From an optimization exercise on the open Yosys and OpenROAD flow, aimed at small area and a short achievable clock period; shortcuts taken in it are not production practice. Function was checked by simulation only, so behaviour that the tests miss may differ from the original.

## gte_mac123
module gte_mac123 (
   input  wire               clk,
   input  wire               reset,
   input  wire               trigger,
   input  wire signed [31:0] mul1,
   input  wire signed [31:0] mul2,
   input  wire signed [44:0] add,
   input  wire               sub,
   input  wire               swap,
   input  wire               save_shifted,
   input  wire               use_ir,
   input  wire               ir_shift,
   input  wire               ir_shift_flag,
   input  wire               sat_ir,
   input  wire               sat_ir_flag,
   input  wire               use_result,
   output wire signed [31:0] mac_result,
   output reg                mac_writeback,
   output wire signed [15:0] ir_result,
   output reg                ir_writeback,
   output reg  signed [44:0] mac_last,
   output wire signed [31:0] mac_shifted,
   output wire               flag_mac_uf,
   output wire               flag_mac_of,
   output wire               flag_ir
);
   wire [33:0] ybits = {mul2, 1'b0};
   wire [32:0] x = {mul1[31], mul1};
   wire [15:0] bone, btwo, bneg;
   genvar gj;
   generate for (gj = 0; gj < 16; gj = gj + 1) begin : benc
      wire y0 = ybits[2*gj], y1 = ybits[2*gj+1], y2 = ybits[2*gj+2];
      assign bone[gj] = y0 ^ y1;
      assign btwo[gj] = (y2 & ~y1 & ~y0) | (~y2 & y1 & y0);
      assign bneg[gj] = y2;
   end endgenerate
   wire [32:0] pp0 = (({33{bone[0]}} & x) | ({33{btwo[0]}} & {x[31:0], 1'b0})) ^ {33{bneg[0]}};
   wire [32:0] pp1 = (({33{bone[1]}} & x) | ({33{btwo[1]}} & {x[31:0], 1'b0})) ^ {33{bneg[1]}};
   wire [32:0] pp2 = (({33{bone[2]}} & x) | ({33{btwo[2]}} & {x[31:0], 1'b0})) ^ {33{bneg[2]}};
   wire [32:0] pp3 = (({33{bone[3]}} & x) | ({33{btwo[3]}} & {x[31:0], 1'b0})) ^ {33{bneg[3]}};
  ...
Size: ~3000 cells after synthesis, about 26000 sq um of cells after synthesis.
Settings: LEC_CHECK=0, ABC_AREA=1, CAP_MARGIN=20, CORE_MARGIN=2, CORE_UTILIZATION=40, SLEW_MARGIN=20, SYNTH_HIERARCHICAL=1; clock period 14.0 ns.
standard.sh (not shown) runs the stock make flow with config.mk's settings and CLKGATE_MAP_FILE= SYNTH_SCRIPT=/design/flow/synth_recipe.tcl, a recipe that flattens the netlist after the stock synthesis.
==> flow/flow/run.sh <==
#!/bin/bash
# The standard layout (the standard.sh with its unchanged synthesis) with two
# changes to how the layout is made: the port buffers are plain buffers
# (sky130_fd_sc_hd__buf_1) instead of the delay cells buffer_ports picks by
# default, and ORFS's timing repair is asked for a setup margin past what the
# clock period needs. The clock and constraints are the design's.
# make's full output goes to make_finish.log in the work folder.
set -euo pipefail
here="$(cd "$(dirname "${BASH_SOURCE[0]}")/.." && pwd)"
cd "$here"
bash ./standard.sh "BUFFER_PORTS_ARGS=-buffer_cell sky130_fd_sc_hd__buf_1" \
  SETUP_SLACK_MARGIN=6.8 finish > make_finish.log 2>&1
The first run ran to the end with no violations.
Edit:
--- a/flow/design.v
+++ b/flow/design.v
@@ -862,23 +862,21 @@
          mac_writeback <= trigger;
          ir_writeback  <= trigger & use_ir;
       end
    end
    wire [43:0] s3, c3;
    generate for (gj = 0; gj < 44; gj = gj + 1) begin : csa
       mac_fa u_fa (.a(a_r[gj]), .b(ps_r[gj]), .c(pc_r[gj]), .s(s3[gj]), .co(c3[gj]));
    end endgenerate
    wire [43:0] vb = {c3[42:0], cin_r};
-   wire [43:0] vg, vh;
-   generate for (gj = 0; gj < 44; gj = gj + 1) begin : cpa_in
-      mac_ha u_ha (.a(s3[gj]), .b(vb[gj]), .s(vh[gj]), .co(vg[gj]));
-   end endgenerate
+   wire [43:0] vg = s3 & vb;
    wire [43:0] vp = s3 | vb;
+   wire [43:0] vh = s3 ^ vb;
    wire va_g0_1 = vg[1] | (vp[1] & vg[0]);
    wire va_p0_1 = vp[1] & vp[0];
    wire va_g0_3 = vg[3] | (vp[3] & vg[2]);
    wire va_p0_3 = vp[3] & vp[2];
    wire va_g0_5 = vg[5] | (vp[5] & vg[4]);
    wire va_p0_5 = vp[5] & vp[4];
    wire va_g0_7 = vg[7] | (vp[7] & vg[6]);
    wire va_p0_7 = vp[7] & vp[6];
    wire va_g0_9 = vg[9] | (vp[9] & vg[8]);
Setup slack hardly moves.
Cell count went up by 2.3%.
Via count went up by 1.6%.
Utilization went down by 0.25 points.
Wire length went up by 2.0%.
Sequential share of layout area went down by 0.31 points.

---

gte_mac123, a different RTL version from the one above (not shown whole).
For scale: ~3000 cells after synthesis, roughly 190 flip-flops, roughly 250 I/O pins, ~0.026 mm² of cells after synthesis.
Settings: LEC_CHECK=0, ABC_AREA=1, CAP_MARGIN=20, CORE_MARGIN=2, CORE_UTILIZATION=40, SLEW_MARGIN=20, SYNTH_HIERARCHICAL=1; clock period 14.0 ns.
==> flow/flow/run.sh <==
#!/bin/bash
# The standard layout (the standard.sh with its unchanged synthesis) with two
# changes to how the layout is made: the port buffers are plain buffers
# (sky130_fd_sc_hd__buf_1) instead of the delay cells buffer_ports picks by
# default, and ORFS's timing repair is asked for a setup margin past what the
# clock period needs. The clock and constraints are the design's.
# make's full output goes to make_finish.log in the work folder.
set -euo pipefail
here="$(cd "$(dirname "${BASH_SOURCE[0]}")/.." && pwd)"
cd "$here"
bash ./standard.sh "BUFFER_PORTS_ARGS=-buffer_cell sky130_fd_sc_hd__buf_1" \
  SETUP_SLACK_MARGIN=7.0 finish > make_finish.log 2>&1
Next try:
--- a/flow/design.v
+++ b/flow/design.v
@@ -862,23 +862,21 @@
          mac_writeback <= trigger;
          ir_writeback  <= trigger & use_ir;
       end
    end
    wire [43:0] s3, c3;
    generate for (gj = 0; gj < 44; gj = gj + 1) begin : csa
       mac_fa u_fa (.a(a_r[gj]), .b(ps_r[gj]), .c(pc_r[gj]), .s(s3[gj]), .co(c3[gj]));
    end endgenerate
    wire [43:0] vb = {c3[42:0], cin_r};
-   wire [43:0] vg, vh;
-   generate for (gj = 0; gj < 44; gj = gj + 1) begin : cpa_in
-      mac_ha u_ha (.a(s3[gj]), .b(vb[gj]), .s(vh[gj]), .co(vg[gj]));
-   end endgenerate
-   wire [43:0] vp = vh;          
+   wire [43:0] vg = s3 & vb;
+   wire [43:0] vp = s3 | vb;
+   wire [43:0] vh = s3 ^ vb;
    wire va_g0_1 = vg[1] | (vp[1] & vg[0]);
    wire va_p0_1 = vp[1] & vp[0];
    wire va_g0_3 = vg[3] | (vp[3] & vg[2]);
    wire va_p0_3 = vp[3] & vp[2];
    wire va_g0_5 = vg[5] | (vp[5] & vg[4]);
    wire va_p0_5 = vp[5] & vp[4];
    wire va_g0_7 = vg[7] | (vp[7] & vg[6]);
    wire va_p0_7 = vp[7] & vp[6];
    wire va_g0_9 = vg[9] | (vp[9] & vg[8]);
Result: The new run finished clean; count of clock-buffer cells in the layout does not change; critical path depth shrinks by 10; non-clock buffer count falls by 7; cell area grows by 2.3%; clock skew hardly moves.

[static timing again, ports no longer ideal]
How much do the figures lean on ideal ports? The routed layouts below were timed once more, with nothing changed but the port constraints. Step 1 (the two cells are an assumption about what drives the block):
set clk [get_ports {clk}]
set_driving_cell -lib_cell sky130_fd_sc_hd__clkbuf_16 $clk
set_driving_cell -lib_cell sky130_fd_sc_hd__buf_2 [delete_from_list [all_inputs] $clk]
Step 2, shift: input delay + t, output delay - t, t = (earliest + latest rising clock arrival at the registers) / 2. This alone moves slack from input paths to output paths. Slacks: ideal ports / drivers / drivers and shift; pairs: ideal ports / drivers.
run | shift t [ns] | slack for setup (ns) | worst setup path after step 2
the first run of note 1 | 0.543 | 6.907 / 6.934 / 6.391 | input to register
the second run of note 1 | 0.552 | 6.905 / 6.928 / 6.375 | input to register
the first run of note 2 | 0.534 | 7.098 / 7.047 / 6.603 | input to register
the second run of note 2 | 0.552 | 7.041 / 7.007 / 6.527 | input to register
After both steps every run listed still meets setup and hold. The setup slack of the second run of note 1, which loses most, moves by +0.023 ns with the drivers and by -0.530 ns with both steps.
